Background: an optimization exercise with open tools, aiming at small area. Do not read the settings as production practice.
Function was not checked in any run shown here: the RTL went through the layout flow alone.
No activity file was given, so power comes from the tool's default toggle rates.

==> design/flow/design.v <==
module ROM_COS(clka, ena, addra, douta);
input clka, ena;
input [9:0] addra;
output [11:0] douta;
assign douta = 12'd0;
endmodule
module ROM_SINE(clka, ena, addra, douta);
input clka, ena;
input [9:0] addra;
output [11:0] douta;
assign douta = 12'd0;
endmodule
module NCO(clk, rst, en, ncos, nsin);
input clk, rst, en;
output [11:0] ncos, nsin;
assign ncos = 12'd0;
assign nsin = 12'd0;
endmodule
module CO(clk, rst, en, I, Q, I_ro, Q_ro);
input clk, rst, en;
input [1:0] I;
input [1:0] Q;
output [13:0] I_ro;
output [13:0] Q_ro;
function [6:0] FRONT;
input [6:0] a;
begin
case (a)
  7'd0: FRONT = 7'd0;
  7'd1: FRONT = 7'd49;
  7'd2: FRONT = 7'd82;
  7'd3: FRONT = 7'd81;
  7'd4: FRONT = 7'd1;
  7'd5: FRONT = 7'd5;
  7'd6: FRONT = 7'd86;
  7'd7: FRONT = 7'd85;
  7'd8: FRONT = 7'd98;
  7'd9: FRONT = 7'd57;
  7'd10: FRONT = 7'd106;
  7'd11: FRONT = 7'd102;
  7'd12: FRONT = 7'd97;
  7'd13: FRONT = 7'd53;
  7'd14: FRONT = 7'd105;
  7'd15: FRONT = 7'd101;
  7'd16: FRONT = 7'd48;
  7'd17: FRONT = 7'd97;
  7'd18: FRONT = 7'd2;
  7'd19: FRONT = 7'd1;
  7'd20: FRONT = 7'd49;
  7'd21: FRONT = 7'd53;
  7'd22: FRONT = 7'd6;
  7'd23: FRONT = 7'd5;
  7'd24: FRONT = 7'd82;
  7'd25: FRONT = 7'd105;
  7'd26: FRONT = 7'd90;
  7'd27: FRONT = 7'd86;
  7'd28: FRONT = 7'd81;
  7'd29: FRONT = 7'd101;
  7'd30: FRONT = 7'd89;
  7'd31: FRONT = 7'd85;
  7'd32: FRONT = 7'd96;
  7'd33: FRONT = 7'd81;
  7'd34: FRONT = 7'd50;
  7'd35: FRONT = 7'd49;
  7'd36: FRONT = 7'd97;
  7'd37: FRONT = 7'd101;
  7'd38: FRONT = 7'd54;
  7'd39: FRONT = 7'd53;
  7'd40: FRONT = 7'd2;
  7'd41: FRONT = 7'd89;
  7'd42: FRONT = 7'd10;
  7'd43: FRONT = 7'd6;
  7'd44: FRONT = 7'd1;
  7'd45: FRONT = 7'd85;
  7'd46: FRONT = 7'd9;
  7'd47: FRONT = 7'd5;
  7'd48: FRONT = 7'd80;
  7'd49: FRONT = 7'd1;
  7'd50: FRONT = 7'd98;
  7'd51: FRONT = 7'd97;
  7'd52: FRONT = 7'd81;
  7'd53: FRONT = 7'd85;
  7'd54: FRONT = 7'd102;
  7'd55: FRONT = 7'd101;
  7'd56: FRONT = 7'd50;
  7'd57: FRONT = 7'd9;
  7'd58: FRONT = 7'd58;
  7'd59: FRONT = 7'd54;
  7'd60: FRONT = 7'd49;
  7'd61: FRONT = 7'd5;
  7'd62: FRONT = 7'd57;
  7'd63: FRONT = 7'd53;
  7'd64: FRONT = 7'd16;
  7'd65: FRONT = 7'd33;
  7'd66: FRONT = 7'd66;
  7'd67: FRONT = 7'd65;
  7'd68: FRONT = 7'd17;
  7'd69: FRONT = 7'd37;
  7'd70: FRONT = 7'd25;
  7'd71: FRONT = 7'd21;
  7'd72: FRONT = 7'd114;
  7'd73: FRONT = 7'd118;
  7'd74: FRONT = 7'd74;
  7'd75: FRONT = 7'd73;
  7'd76: FRONT = 7'd113;
  7'd77: FRONT = 7'd117;
  7'd78: FRONT = 7'd70;
  7'd79: FRONT = 7'd69;
  7'd80: FRONT = 7'd32;
  7'd81: FRONT = 7'd113;
  7'd82: FRONT = 7'd18;
  7'd83: FRONT = 7'd17;
  7'd84: FRONT = 7'd33;
  7'd85: FRONT = 7'd117;
  7'd86: FRONT = 7'd41;
  7'd87: FRONT = 7'd37;
  7'd88: FRONT = 7'd66;
  7'd89: FRONT = 7'd70;
  7'd90: FRONT = 7'd26;
  7'd91: FRONT = 7'd25;
  7'd92: FRONT = 7'd65;
  7'd93: FRONT = 7'd69;
  7'd94: FRONT = 7'd22;
  7'd95: FRONT = 7'd21;
  7'd96: FRONT = 7'd112;
  7'd97: FRONT = 7'd65;
  7'd98: FRONT = 7'd34;
  7'd99: FRONT = 7'd33;
  7'd100: FRONT = 7'd113;
  7'd101: FRONT = 7'd69;
  7'd102: FRONT = 7'd121;
  7'd103: FRONT = 7'd117;
  7'd104: FRONT = 7'd18;
  7'd105: FRONT = 7'd22;
  7'd106: FRONT = 7'd42;
  7'd107: FRONT = 7'd41;
  7'd108: FRONT = 7'd17;
  7'd109: FRONT = 7'd21;
  7'd110: FRONT = 7'd38;
  7'd111: FRONT = 7'd37;
  7'd112: FRONT = 7'd64;
  7'd113: FRONT = 7'd17;
  7'd114: FRONT = 7'd114;
  7'd115: FRONT = 7'd113;
  7'd116: FRONT = 7'd65;
  7'd117: FRONT = 7'd21;
  7'd118: FRONT = 7'd73;
  7'd119: FRONT = 7'd69;
  7'd120: FRONT = 7'd34;
  7'd121: FRONT = 7'd38;
  7'd122: FRONT = 7'd122;
  7'd123: FRONT = 7'd121;
  7'd124: FRONT = 7'd33;
  7'd125: FRONT = 7'd37;
  7'd126: FRONT = 7'd118;
  7'd127: FRONT = 7'd117;
  default: FRONT = 7'd0;
endcase
end
endfunction
function [7:0] CNEG; input [7:0] v; input n; CNEG = n ? (~v + 8'd1) : v; endfunction
reg [9:0] m;
reg [1:0] It, Qt;
always @(posedge clk or posedge rst) begin
  if (rst) begin
    m <= 10'd127;
    It <= 2'd0;
    Qt <= 2'd0;
  end else begin
    m <= m + 10'd1;
    It <= I;
    Qt <= Q;
  end
end
wire p = m[7];
wire [6:0] u = m[6:0];
wire [6:0] xf = p ? (~u + 7'd1) : u;
wire sf = p & (u == 7'd0);
wire [6:0] fr = FRONT({p, m[9:8], It, Qt});
reg [6:0] hf, hx;
reg hs;
always @(posedge clk or posedge rst) begin
  if (rst) begin
    hf <= 7'd0; hx <= 7'd0; hs <= 1'b0;
  end else if (en) begin
    hf <= fr; hx <= xf; hs <= sf;
  end
end
wire [1:0] a = hf[1:0], b = hf[3:2];
wire selI = hf[4], nI = hf[5], nQ = hf[6];
wire [6:0] tx = hx;
wire ts = hs;
wire [5:0] bt;
wire [4:0] st;
BIGT u_big(.a(tx), .y(bt));
SMALLT u_small(.a(tx), .y(st));
wire [5:0] TA = ts ? 6'd28 : bt;
wire [4:0] TB = ts ? 5'd28 : st;
wire [5:0] A = TA;
wire [4:0] B = TB;
wire [6:0] A2 = {1'b0, A};
wire [6:0] B2 = {2'b0, B};
wire [7:0] aA = a[1] ? {A2[6:0],1'b0} : a[0] ? {1'b0,A2} : 8'd0;
wire [7:0] bB = b[1] ? {B2[6:0],1'b0} : b[0] ? {1'b0,B2} : 8'd0;
wire [7:0] aB = a[1] ? {B2[6:0],1'b0} : a[0] ? {1'b0,B2} : 8'd0;
wire [7:0] bA = b[1] ? {A2[6:0],1'b0} : b[0] ? {1'b0,A2} : 8'd0;
wire [7:0] X = aA - bB;
wire [7:0] Y = aB + bA;
wire [7:0] ri = CNEG(selI ? Y : X, nI);
wire [7:0] rq = CNEG(selI ? X : Y, nQ);
assign I_ro = {{6{ri[7]}}, ri};
assign Q_ro = {{6{rq[7]}}, rq};
endmodule
module BIGT(a, y);
  input [6:0] a;
  output [5:0] y;
  wire new_n14, new_n15, new_n16, new_n17, new_n18, new_n19, new_n20,
    new_n21, new_n22, new_n23, new_n24, new_n25, new_n26, new_n27, new_n28,
    new_n29, new_n30, new_n31, new_n32, new_n33, new_n34, new_n35, new_n36,
    new_n37, new_n38, new_n39, new_n40, new_n42, new_n43, new_n44, new_n45,
    new_n46, new_n47, new_n48, new_n50, new_n51, new_n52;
  assign new_n14 = ~a[0] & ~a[1];
  assign new_n15 = a[2] & ~new_n14;
  assign new_n16 = a[0] & a[1];
  assign new_n17 = ~a[1] & a[5];
  assign new_n18 = ~a[4] & ~new_n17;
  assign new_n19 = ~new_n16 & ~new_n18;
  assign new_n20 = new_n15 & ~new_n19;
  assign new_n21 = ~a[3] & ~new_n20;
  assign new_n22 = ~a[5] & ~new_n16;
  assign new_n23 = a[3] & new_n15;
  assign new_n24 = ~new_n22 & new_n23;
  assign new_n25 = ~new_n21 & ~new_n24;
  assign new_n26 = a[6] & ~new_n25;
  assign new_n27 = a[0] & a[6];
  assign new_n28 = ~a[1] & ~a[2];
  assign new_n29 = ~new_n27 & new_n28;
  assign new_n30 = a[3] & a[4];
  assign new_n31 = ~new_n29 & new_n30;
  assign new_n32 = a[5] & new_n31;
  assign new_n33 = ~new_n26 & ~new_n32;
  assign new_n34 = ~a[4] & ~new_n24;
  assign new_n35 = a[5] & ~new_n34;
  assign new_n36 = ~a[5] & new_n34;
  assign new_n37 = ~new_n35 & ~new_n36;
  assign new_n38 = a[6] & new_n37;
  assign new_n39 = ~a[5] & ~a[6];
  assign new_n40 = ~new_n31 & new_n39;
  assign y[2] = ~new_n38 & ~new_n40;
  assign new_n42 = new_n37 & y[2];
  assign new_n43 = new_n33 & ~new_n42;
  assign new_n44 = a[2] & ~a[3];
  assign new_n45 = ~new_n16 & ~new_n44;
  assign new_n46 = a[4] & a[5];
  assign new_n47 = ~new_n45 & new_n46;
  assign new_n48 = new_n26 & new_n47;
  assign y[0] = ~new_n43 & ~new_n48;
  assign new_n50 = new_n31 & ~new_n33;
  assign new_n51 = a[6] & new_n34;
  assign new_n52 = ~new_n40 & ~new_n51;
  assign y[1] = ~new_n50 & new_n52;
  assign y[4] = a[6] & new_n35;
  assign y[3] = new_n40 | y[4];
  assign y[5] = ~y[4];
endmodule
module SMALLT(a, y);
  input [6:0] a;
  output [4:0] y;
  wire new_n13, new_n14, new_n15, new_n16, new_n17, new_n18, new_n19,
    new_n20, new_n21, new_n22, new_n23, new_n24, new_n25, new_n26, new_n27,
    new_n28, new_n29, new_n30, new_n31, new_n32, new_n33, new_n34, new_n35,
    new_n36, new_n37, new_n38, new_n39, new_n40, new_n41, new_n42, new_n43,
    new_n44, new_n45, new_n46, new_n47, new_n48, new_n49, new_n50, new_n52,
    new_n53, new_n54, new_n55, new_n56, new_n57, new_n58, new_n59, new_n60,
    new_n61, new_n62, new_n63, new_n64, new_n66, new_n68, new_n69, new_n70,
    new_n72;
  assign new_n13 = ~a[5] & a[6];
  assign new_n14 = ~a[3] & ~a[4];
  assign new_n15 = new_n13 & ~new_n14;
  assign new_n16 = a[0] & ~new_n15;
  assign new_n17 = ~a[4] & a[5];
  assign new_n18 = a[6] & ~new_n17;
  assign new_n19 = a[3] & a[4];
  assign new_n20 = a[5] & new_n19;
  assign new_n21 = ~new_n18 & ~new_n20;
  assign new_n22 = ~a[1] & ~new_n21;
  assign new_n23 = ~new_n16 & new_n22;
  assign new_n24 = ~a[0] & ~a[5];
  assign new_n25 = new_n19 & new_n24;
  assign new_n26 = a[2] & ~new_n25;
  assign new_n27 = new_n23 & ~new_n26;
  assign new_n28 = ~a[3] & ~new_n24;
  assign new_n29 = ~a[2] & a[4];
  assign new_n30 = a[6] & new_n29;
  assign new_n31 = ~new_n28 & new_n30;
  assign new_n32 = ~new_n27 & ~new_n31;
  assign new_n33 = a[6] & new_n14;
  assign new_n34 = a[5] & ~new_n33;
  assign new_n35 = a[0] & a[1];
  assign new_n36 = a[2] & new_n35;
  assign new_n37 = ~new_n13 & new_n36;
  assign new_n38 = ~new_n34 & new_n37;
  assign new_n39 = a[5] & a[6];
  assign new_n40 = new_n32 & ~new_n38;
  assign new_n41 = ~a[3] & ~new_n40;
  assign new_n42 = a[3] & new_n40;
  assign new_n43 = ~new_n41 & ~new_n42;
  assign new_n44 = ~new_n39 & new_n43;
  assign new_n45 = new_n32 & ~new_n43;
  assign new_n46 = ~new_n44 & ~new_n45;
  assign new_n47 = a[3] & new_n38;
  assign new_n48 = ~new_n46 & ~new_n47;
  assign new_n49 = a[4] & ~new_n48;
  assign new_n50 = ~a[4] & new_n48;
  assign y[2] = ~new_n49 & ~new_n50;
  assign new_n52 = new_n36 & ~y[2];
  assign new_n53 = a[2] & ~new_n18;
  assign new_n54 = ~new_n23 & new_n53;
  assign new_n55 = a[0] & ~a[6];
  assign new_n56 = ~a[2] & ~new_n39;
  assign new_n57 = ~new_n55 & new_n56;
  assign new_n58 = ~a[5] & ~a[6];
  assign new_n59 = ~new_n14 & ~new_n58;
  assign new_n60 = a[1] & ~new_n59;
  assign new_n61 = ~new_n57 & new_n60;
  assign new_n62 = ~new_n54 & ~new_n61;
  assign new_n63 = ~new_n52 & new_n62;
  assign new_n64 = ~new_n38 & ~new_n63;
  assign y[0] = ~new_n32 | new_n64;
  assign new_n66 = new_n39 & ~new_n43;
  assign y[1] = ~new_n44 & ~new_n66;
  assign new_n68 = ~a[6] & new_n19;
  assign new_n69 = ~new_n33 & ~new_n68;
  assign new_n70 = ~new_n40 & ~new_n69;
  assign y[3] = new_n34 | new_n70;
  assign new_n72 = ~a[5] & new_n70;
  assign y[4] = a[6] & ~new_n72;
endmodule
==> design/flow/run.sh <==
#!/bin/bash
# synth_recipe.tcl (not shown) runs the flow's synth.tcl, then flattens the netlist and writes it again
# the make line also repeats each setting of config.mk as NAME=value (left out here)
make -C /OpenROAD-flow-scripts/flow DESIGN_CONFIG=/design/flow/config.mk WORK_HOME=/design/flow/orfs CLKGATE_MAP_FILE= SYNTH_SCRIPT=/design/flow/synth_recipe.tcl finish
==> design/flow/config.mk <==
export PLATFORM = sky130hd
export DESIGN_NAME = CO
export DESIGN_NICKNAME = CO
export VERILOG_FILES = /design/flow/design.v
export SDC_FILE = /design/flow/constraint.sdc
export NUM_CORES = 4
export LEC_CHECK = 0
export ABC_AREA = 1
export CAP_MARGIN = 20
export CORE_MARGIN = 2
export CORE_UTILIZATION = 40
export SLEW_MARGIN = 20
export SYNTH_MEMORY_MAX_BITS = 32768
==> design/flow/constraint.sdc <==
create_clock -name core_clock -period 5.0 [get_ports {clk}]
set_input_delay 1.0000 -clock core_clock [delete_from_list [all_inputs] [get_ports {clk}]]
set_output_delay 1.0000 -clock core_clock [all_outputs]
set_load 0.01 [all_outputs]
==> results of run 1 <==
## state kept, by name, indices dropped and copies added (netlist names)
signal	cells
m	10
hf	7
hx	7
It	2
Qt	2
hs	1
## cell type report
type / count / share of cell area (%)
clock buffers: 6 / 1.58
clock inverters: 2 / 0.217
inverters: 71 / 5.79
multi-input cells: 349 / 51.8
flip-flops and latches: 29 / 16.0
well taps: 105 / 2.85
repair buffers: 123 / 21.8
## repair_timing
item	4_1_cts	5_1_grt
resized for setup	138	37
pin swaps	25	24
buffers inserted	25	7
setup endpoints to repair	26	26
## cell usage in the layout (no fill, tap or decap), types with 7 or more instances in the layout
cell	count
xnor2_1	7
buf_4	86
nand2_2	18
a21oi_1	22
clkdlybuf4s50_1	8
xor2_1	26
o21ai_1	8
nand3_1	16
inv_1	59
nor3_1	7
o21ai_2	11
o22ai_1	10
nor2_1	26
o21ai_0	34
nand2_1	71
dfrtp_1	19
ha_1	19
buf_6	17
inv_2	11
dfstp_2	7
## path summary, 6_finish.rpt
path / end / slack [ns] / cells past startpoint
setup reg to reg: m[9] / 3.16 / 7
max in group asynchronous: m[6] / 3.59 / 3
hold reg to reg: m[0] / 0.52 / 1
min in group asynchronous: hx[2] / 1.10 / 3
hold / removal: m[0] / 0.52 / 1
setup / recovery: I_ro[12] / -0.30 / 33
## worst max-delay path, delay by kind of cell (launching register included)
kind	cells	cell delay (ns)
AO/OA/AOI/OAI	2	0.22
flip-flops	1	0.48
AND/OR/NAND/NOR	19	1.58
buffers and inverters	8	0.92
XOR/XNOR	2	0.27
adder cells (fa/ha/maj)	2	0.55
## routing by layer
metal / GRT usage [%] / up-vias / share of wire [%]
met4: 7.00 / 0 / 2.8
met5: 0 / - / 0
li1: - / 1785 / -
met2: 37.8 / 96 / 50
met1: 25.1 / 1612 / 44
met3: 2.55 / 27 / 3.5
## stage by stage
stage / total power [µW] / instance area, µm² / worst slack [ns]
3_5_place_dp: 1050 / 4040 / -0.372
2_1_floorplan: 715 / 3300 / 0.0906
6_report: 1370 / 4610 / -0.301
5_1_grt: 1490 / 4610 / -0.631
4_1_cts: 1310 / 4460 / -0.169
3_3_place_gp: 1050 / 4040 / -0.216
## kinds of logic (layout without fill, tap and decap cells)
family                     Yosys count  in the layout  synth area share (%)
DFF                                 29             29                  22.2
buffers and inverters               96            202                  13.0
adders and majority gates           25             25                  9.92
and+or+nand+nor                    167            167                  23.6
AOI/OAI and AO/OA                  120            120                  21.4
xor gates and xnor gates            37             37                  9.81
## power breakdown
part | internal [µW] | switching [µW] | total (µW)
clock network | 96.0 | 84.3 | 180
logic | 470 | 454 | 924
registers | 246 | 22.1 | 268
==> results.toml, run 1 <==
[sta]
final-hold-violation-count = 0
finClkSkew_ns = 0.00450
tightest_slew_ns = 0.610
fin_tns_setup_ns = -4.31
fin_crit_sh_pct = 106
setup_viol = 21
slew_violations = 0
holdWs_ns = 0.518
max-slew-margin-rel_pct = 59.3
period_minus_slack_ns = 5.30
worst_slack_ns = -0.301
clock.fmax_ghz = 0.189
rsz0062_at_grt = "yes"

[die]
dieArea_um2 = 9000
die_h_um = 94.9
die_w_um = 94.9
core_area_um2 = 8090
start_util_pct = 40.8
ios = 35
row_count = 33

[flow_run]
maxCapViolCount = 0

[route]
drc = 0
via_per_inst = 5.14
wl_per_cell_um = 13.0
drt_wl_total_um = 8940
first_iter_violations = 198
drtAntennaViolNets = 0
vias = 3520
dr.pass1.iters = 5

[logic_synthesis]
synth_most_common_cell = "nand2_1"
yosys_register_bits = 29
syn_avg_cell_area_um2 = 6.97
synth-main-ff-cell = "dfrtp_1"
syn_inst = 474
synthArstFlopShare_pct = 100
yosysTopAreaCell = "dfrtp_1"
yosysWarnings = 1
synth.area.top_cells = "dfrtp_1 (17%), nand2_1 (9.2%), ha_1 (8.7%)"
synth.net_count = 506
yosysSeqAreaShare_pct = 22.2
synth_top_cell_area_share_pct = 16.7
synth_edf_count = 0
synth_area_um2 = 3300
ys_types = 46
ys_top_cells_by_count = "nand2_1 (81), inv_1 (65), o21ai_0 (42)"

[worst_hold_path]
hold_path.startpoint = "m[0]"
hold_path_class = "reg -> reg"

[setup_path]
crit_path_start_kind = "flop"
cp_common_cell = "nand2_2"
crit_start = "hx[4]"
required_ns = 4.00
r2r_start = "m[2]"
cp_slowest_stage_delay_ns = 0.48
arrival_ns = 4.30
end_kind = "output pin"
path_max_fanout = 7
crit_slowest_cell = "dfrtp_2"
criticalPathCategory = "reg -> out"

[cts]
holdBufCountCts = 0
clock_latency_ns = 0.28
cts_buffers = 5
htree_num_levels = 2
clk_pin_slew_ns = 0.06
clock-sinks = 29
cts-root-buf = "clkbuf_8"
cts_tree = "done"
cts_max_path_buffers = 2

[place]
port_buffers = 34
place_congestion = 0.876
hpwl_um = 6510
dp.cells = 645

[final_layout]
diodes = 0
postLayoutCoreUtil_pct = 56.9
syn_to_final_growth_pct = 39.4
fillCellCount = 757
register_area_um2 = 738
drive_gt1_share_pct = 36.2
fin_cells = 685
nets = 611
multi_input_area_um2 = 2380

[grt]
grtUsageTotal_pct = 20.7
grt_max_degree = 30
grt_pass1_wl_um = 15300
overflow = 0
grt_pass1_vias = 3523
antenna_found_initial = 0

[pwr]
vdd_ir_drop_max_v = 0.000209
p_per_area_nw_per_um2 = 298
power_leakage_uw = 0.00227

[outcome]
violations = "setup timing"
status = "finished with violations"
==> run 2: changes to the inputs <==
--- a/design/flow/design.v
+++ b/design/flow/design.v
@@ -177,19 +177,10 @@
 wire [6:0] xf = p ? (~u + 7'd1) : u;
 wire sf = p & (u == 7'd0);
 wire [6:0] fr = FRONT({p, m[9:8], It, Qt});
-reg [6:0] hf, hx;
-reg hs;
-always @(posedge clk or posedge rst) begin
-  if (rst) begin
-    hf <= 7'd0; hx <= 7'd0; hs <= 1'b0;
-  end else if (en) begin
-    hf <= fr; hx <= xf; hs <= sf;
-  end
-end
-wire [1:0] a = hf[1:0], b = hf[3:2];
-wire selI = hf[4], nI = hf[5], nQ = hf[6];
-wire [6:0] tx = hx;
-wire ts = hs;
+wire [1:0] a = fr[1:0], b = fr[3:2];
+wire selI = fr[4], nI = fr[5], nQ = fr[6];
+wire [6:0] tx = xf;
+wire ts = sf;
 wire [5:0] bt;
 wire [4:0] st;
 BIGT u_big(.a(tx), .y(bt));
@@ -208,8 +199,16 @@
 wire [7:0] Y = aB + bA;
 wire [7:0] ri = CNEG(selI ? Y : X, nI);
 wire [7:0] rq = CNEG(selI ? X : Y, nQ);
-assign I_ro = {{6{ri[7]}}, ri};
-assign Q_ro = {{6{rq[7]}}, rq};
+reg [7:0] ir, qr;
+always @(posedge clk or posedge rst) begin
+  if (rst) begin
+    ir <= 8'd0; qr <= 8'd0;
+  end else if (en) begin
+    ir <= ri; qr <= rq;
+  end
+end
+assign I_ro = {{6{ir[7]}}, ir};
+assign Q_ro = {{6{qr[7]}}, qr};
 endmodule
 module BIGT(a, y);
   input [6:0] a;
==> results.toml, run 2 <==
[final_layout]
reg_top3 = "m (10), ir (8), qr (8)"
final_cell_mix = "nand2_1 (123), inv_1 (50), o21ai_0 (37)"
fillCellCount = 871
stdcell_area_um2 = 4090
syn_to_final_growth_pct = 18.4
fin_cells = 640
diodes = 0
nets = 566
mostFrequentLayoutCell = "nand2_1"
regMostFlops = "m"
drive_gt1_share_pct = 17.8
largest_reg_flops = 10

[pwr]
clock_power_share_pct = 24.2
p_per_area_nw_per_um2 = 245
intPower_uw = 650
p_seq_share_pct = 30.6
swShare_pct = 35.2
pwr-share-comb_pct = 45.2
p_switching_uw = 352
power_uw = 1000
vdd_ir_drop_max_v = 0.000106
power_leakage_uw = 0.00187

[route]
first_iter_violations = 191
dr.pass1.iters = 5
via_per_inst = 5.15
drc = 0
drt_wl_total_um = 8400
wl_per_cell_um = 13.1
drtAntennaViolNets = 0
vias = 3298

[grt]
grt_pass1_wl_um = 13900
grt_max_degree = 31
grt_pass1_vias = 3078
grtUsageTotal_pct = 17.5
antenna_found_initial = 0
overflow = 0

[logic_synthesis]
ys_top_cells_by_count = "nand2_1 (125), inv_1 (51), o21ai_0 (47)"
syn_avg_cell_area_um2 = 6.78
synth_edf_count = 0
yosysSeqAreaShare_pct = 22.0
synth-main-ff-cell = "dfrtp_1"
synth.area.top_cells = "dfrtp_1 (17%), nand2_1 (14%), ha_1 (8.3%)"
synth_most_common_cell = "nand2_1"
yosys_register_bits = 30
synth.net_count = 541
synth_area_um2 = 3450
yosysTopAreaCell = "dfrtp_1"
synth_top_cell_area_share_pct = 16.7
synthArstFlopShare_pct = 100
syn_inst = 509
yosysWarnings = 1
ys_types = 45

[sta]
period_minus_slack_ns = 4.72
slew_violations = 0
setup_viol = 0
final-hold-violation-count = 0
fin_crit_sh_pct = 94.3
finClkSkew_ns = 0.00677
worst_slack_ns = 0.283
tightest_slew_ns = 0.735
max-slew-margin-rel_pct = 50.9
clock.fmax_ghz = 0.212

[setup_path]
critPathBufInv = 4
crit_family = "adder cells"
cp_slowest_stage_delay_ns = 0.59
path_max_fanout = 6
arrival_ns = 4.85
crit_path_start_kind = "flop"
end_kind = "flop"
cp_common_cell = "nand2_1"
criticalPathCategory = "reg -> reg"
crit_slowest_cell = "dfstp_2"
required_ns = 5.14

[cts]
holdBufCountCts = 0
clock_latency_ns = 0.28
clock-sinks = 30
cts_tree = "done"
htree_num_levels = 2
cts_buffers = 5
clk_pin_slew_ns = 0.07
cts-root-buf = "clkbuf_8"
cts_max_path_buffers = 2

[outcome]
status = "finished clean"

[die]
dieArea_um2 = 9390
die_w_um = 96.9
ios = 35
core_area_um2 = 8300
die_h_um = 96.9
start_util_pct = 41.6
row_count = 33

[place]
postPlaceCellArea_um2 = 3780
port_buffers = 34
hpwl_um = 6520
dp.cells = 628
post-place-ws_ns = 0.00735
place_congestion = 0.958

[flow_run]
maxCapViolCount = 0

[worst_hold_path]
hold_path_class = "reg -> reg"
[run 2: cell types whose count changed in the layout (fill, tap and decap cells not counted), moves of 5 or more]
| cell | change |
|---|---|
| clkdlybuf4s50_1 | +26 |
| buf_6 | -17 |
| inv_1 | -9 |
| nand2_1 | +52 |
| o21ai_1 | +9 |
| nand2_2 | -5 |
| buf_4 | -76 |
| nand3_1 | +6 |
[run 2: worst paths after layout]
kind,endpoint,from,slack (ns),depth (start not counted)
min,m[9],m[9],0.47,1
max,ir[6],m[1],0.28,27
max in group asynchronous,m[2],rst,3.57,3
min in group asynchronous,ir[4],rst,1.10,3
max reg2reg,ir[6],m[1],0.28,27
min reg2reg,m[9],m[9],0.47,1
[run 2: final cells by class]
cell class	count	area [µm²]	area share, %
timing repair buffer	44	415	10.2
inverter	61	234	5.73
clock buffer	7	76.3	1.87
sequential	30	759	18.6
tap	105	131	3.21
multi-input combinational	392	2440	59.7
clock inverter	1	30.0	0.735
[run 2: repair_timing]
action                                  in CTS  in global routing
buffers inserted                             0                  4
hold endpoints to repair                     0                  0
endpoints found under the setup margin       1                 10
pin swaps                                    0                 13
resized for setup                            1                 46
[run 2: stage by stage]
stage / util (%) / setup TNS, ns / hold slack (ns)
after floorplan: - / 0 / 0.442
after global placement: 45.6 / 0 / 0.458
after detailed placement: 45.6 / 0 / 0.460
after CTS: 46.9 / 0 / 0.470
after global routing: 49.2 / -0.157 / 0.498
final: 49.2 / 0 / 0.468
[run 2: cell families (layout without fill, tap and decap cells)]
family	after synthesis	in the layout	share of synthesized area, %
AND/OR/NAND/NOR	218	218	28.4
multiplexers	1	1	0.290
buffers and inverters	87	113	12.0
adder cells (fa/ha/maj)	25	25	9.50
XOR/XNOR	32	32	8.12
AO/OA/AOI/OAI	116	116	19.7
flip-flops	30	30	22.0
[run 2: worst register-to-register path: stages (launching register included)]
cell and delay [ns]:
dfstp_2 0.59, inv_1 0.08, ha_1 0.29, or2_2 0.33
o21ai_4 0.12, inv_2 0.06, o21ai_1 0.12, inv_1 0.06
o211ai_1 0.10, nand2_1 0.16, ha_4 0.26, a21oi_4 0.15
nand2_1 0.08, nand3_1 0.10, nand2_2 0.09, nor2_1 0.13
ha_2 0.19, inv_1 0.05, fa_2 0.56, nand2_1 0.08
nand2_1 0.10, ha_1 0.17, nand2_1 0.07, nor2_2 0.11
nand2_1 0.12, o21ai_2 0.18, xor2_1 0.15, o21ai_1 0.07
[run 2: per-layer routing]
layer	wire length (µm)	part of all wire, %	GRT usage, %	up-vias
met2	4120	49	31.2	74
li1	-	-	-	1715
met4	112	1.3	5.31	0
met1	3880	46	21.3	1497
met3	293	3.5	3.11	12
met5	0	0	0	-
[run 2: power by group through the flow]
| stage | Sequential [µW] | Combinational (µW) | Clock [µW] |
|---|---|---|---|
| after floorplan | 325 | 270 | 0 |
| after global placement | 310 | 420 | 0 |
| after detailed placement | 312 | 423 | 0 |
| after CTS | 308 | 424 | 247 |
| after global routing | 314 | 500 | 263 |
| final | 307 | 453 | 242 |

==> static timing again, ports no longer ideal <==
How much do the figures lean on ideal ports? The routed layouts below were timed once more, with nothing changed but the port constraints.
Step 1 (the two cells are an assumption about what drives the block):
set clk [get_ports {clk}]
set_driving_cell -lib_cell sky130_fd_sc_hd__clkbuf_16 $clk
set_driving_cell -lib_cell sky130_fd_sc_hd__buf_2 [delete_from_list [all_inputs] $clk]
Step 2, shift: input delay + t, output delay - t, t = (earliest + latest rising clock arrival at the registers) / 2. This alone moves slack from input paths to output paths.
Slacks: no drivers / after step 1 / after step 2; pairs: no drivers / after step 1.
run	t (ns)	setup WS [ns]	worst register clock-pin slew, ns	worst data-port slew with drivers (ns)
run 1	0.302	-0.301 / -0.327 / -0.025	0.06 / 0.06	0.03
run 2	0.310	0.283 / 0.283 / 0.283	0.07 / 0.07	0.03
